From an optimization exercise on the open Yosys and OpenROAD flow, aimed at small area, a short achievable clock period and few clock cycles; shortcuts taken in it are not production practice. Function was checked by simulation only, so behaviour that the tests miss may differ from the original. Power is estimated from default activity; no workload was simulated.

Design tiny_riscv_processor, start of the top module:
module tiny_riscv_processor(
    input wire i_Clk,
    input wire i_Rst_N,
    output wire [31:0] o_mem_addr,
    input wire [31:0] i_mem_data,
    output wire o_read_strobe,
    output wire [31:0] o_mem_write_data,
    output wire [3:0]  o_mem_write_mask
);
    function [31:0] rev(input [31:0] in);
        integer k;
        begin
            for (k = 0; k < 32; k = k + 1) rev[k] = in[31-k];
        end
    endfunction
    reg [29:0] pc_f;         
    reg        a_v;          
    wire [29:0] pc_d = pc_f - 30'd1;
    reg        e_v;
    reg [31:0] e_a, e_b, e_t;
    reg [4:0]  e_rd;
    reg        e_wen;        
    reg        e_ldw;        
    reg        e_ld, e_st, e_br, e_jalr, e_pred;
    reg [2:0]  e_f3;
    reg        e_sub, e_sra;
    reg [8:0]  e_sel;        
    reg        m_ld, m_st;
    reg [29:0] m_addr;
    reg [31:0] m_wdata;
    reg [3:0]  m_mask;
    reg [4:0]  m_rd;
    reg        m_wen;
    reg [2:0]  m_f3;
    reg [1:0]  m_lo;
    reg        w_v;
    reg [4:0]  w_rd;
    reg [2:0]  w_f3;
    reg [1:0]  w_lo;
    reg        l_v;
    reg [4:0]  l_rd;
    reg [31:0] l_val;
    reg [31:0] rf [1:31];
    wire m_busy = m_ld | m_st;
    assign o_mem_addr       = {m_busy ? m_addr : pc_f, 2'b00};
    assign o_read_strobe    = ~m_st;
    assign o_mem_write_data = m_wdata;
    assign o_mem_write_mask = m_mask;
    wire [31:0] w_sh = i_mem_data >> {w_lo, 3'b000};
    reg  [31:0] w_data;
    always @(*) begin
        case (w_f3[1:0])
            2'b00:   w_data = {{24{w_sh[7]  & ~w_f3[2]}}, w_sh[7:0]};
            2'b01:   w_data = {{16{w_sh[15] & ~w_f3[2]}}, w_sh[15:0]};
            default: w_data = w_sh;
        endcase
    end
    wire e_exec   = e_v;
    wire e_wr_now = e_v & e_wen;
    wire [33:0] e_sum1;
    tr_add #(.W(34)) u_alu_add (.a({1'b0, e_a, 1'b1}), .b({1'b0, e_b, e_sub}), .s(e_sum1));
    wire [32:0] e_sum  = e_sum1[33:1];
    wire e_eq, e_lt, e_ltu;
    tr_cmp u_cmp (.a(e_a), .b(e_b), .eq(e_eq), .lt(e_lt), .ltu(e_ltu));
    wire        e_left  = e_sel[1];
    wire [31:0] e_shin  = e_left ? rev(e_a) : e_a;
    wire [32:0] e_sht   = $signed({e_sra & e_a[31], e_shin}) >>> e_b[4:0];
    wire [31:0] e_shr   = e_sht[31:0];
  ...
Size in the first run: about 6100 cells after synthesis, about 100 I/O pins, roughly 0.068 mm² of cells after synthesis.
clock: 10.0 ns
lec_check: 0
abc_clock_period_in_ps: 4000
cap_margin: 20
core_margin: 2
core_utilization: 35
setup_slack_margin: 5
slew_margin: 20
synth_hierarchical: 1
run.sh (not shown) runs the stock make flow with config.mk's settings and CLKGATE_MAP_FILE= SYNTH_SCRIPT=/design/flow/synth_recipe.tcl, a recipe that flattens the netlist after the stock synthesis.
Testbench counts at the start, summed over its fixed seeds: cycles 32,418.
Next try:
==> flow/flow/run.sh (new file) <==
#!/bin/bash
set -o pipefail
bash standard.sh \
  "BUFFER_PORTS_ARGS=-buffer_cell sky130_fd_sc_hd__buf_4" \
  "CTS_ARGS=-sink_clustering_enable -repair_clock_nets -dont_use_dummy_load" \
  finish > flow_make.log 2>&1
==> flow/standard.sh (new file) <==
#!/bin/bash
# synth_recipe.tcl (not shown) runs the flow's synth.tcl, then flattens the netlist and writes it again
# the make line also repeats each setting of config.mk as NAME=value (left out here)
make -C /OpenROAD-flow-scripts/flow DESIGN_CONFIG=/design/flow/config.mk WORK_HOME=/design/flow/orfs CLKGATE_MAP_FILE= SYNTH_SCRIPT=/design/flow/synth_recipe.tcl "${@:-finish}"
removed: flow/run.sh
The changed run finished clean.
Total power drops by 6.1%.
Worst setup slack gets better by 0.022 ns.
Count of clock-buffer cells in the layout drops by 30.
Worst hold slack hardly moves.
Cell area drops by 2.4%.
Maximum frequency climbs by 0.43%.
Clock skew climbs by 0.039 ns.
Wire length drops by 2.1%.
Global-route usage drops by 0.75 points.
Combinational power drops by about 2%.
Critical path depth drops by 3.

## port drivers added, routing unchanged
Ports are ideal in the flow. The routed layouts listed here were re-timed in OpenROAD. Step 1: set_driving_cell puts a clkbuf_16 on i_Clk and a buf_2 on each other input, an assumption about the parent block. Step 2 also shifts input and output timing later by t, the mid clock arrival at the registers, as if the neighbouring blocks saw the same clock. a / b / c = no drivers / after step 1 / after step 2; a / b = the first two.
| run | shift t [ns] | slack for setup (ns) | worst hold slack (ns) | worst setup path after step 2 |
|---|---|---|---|---|
| the first run | 0.891 | 4.790 / 4.844 / 3.953 | 0.339 / 0.339 / 0.339 | input to register |
| the second run | 0.845 | 4.812 / 4.776 / 3.931 | 0.337 / 0.337 / 0.337 | input to register |
After both steps setup and hold are still met in every run listed. The setup slack of the second run, which loses most, moves by -0.036 ns with the drivers and by -0.881 ns with both steps.
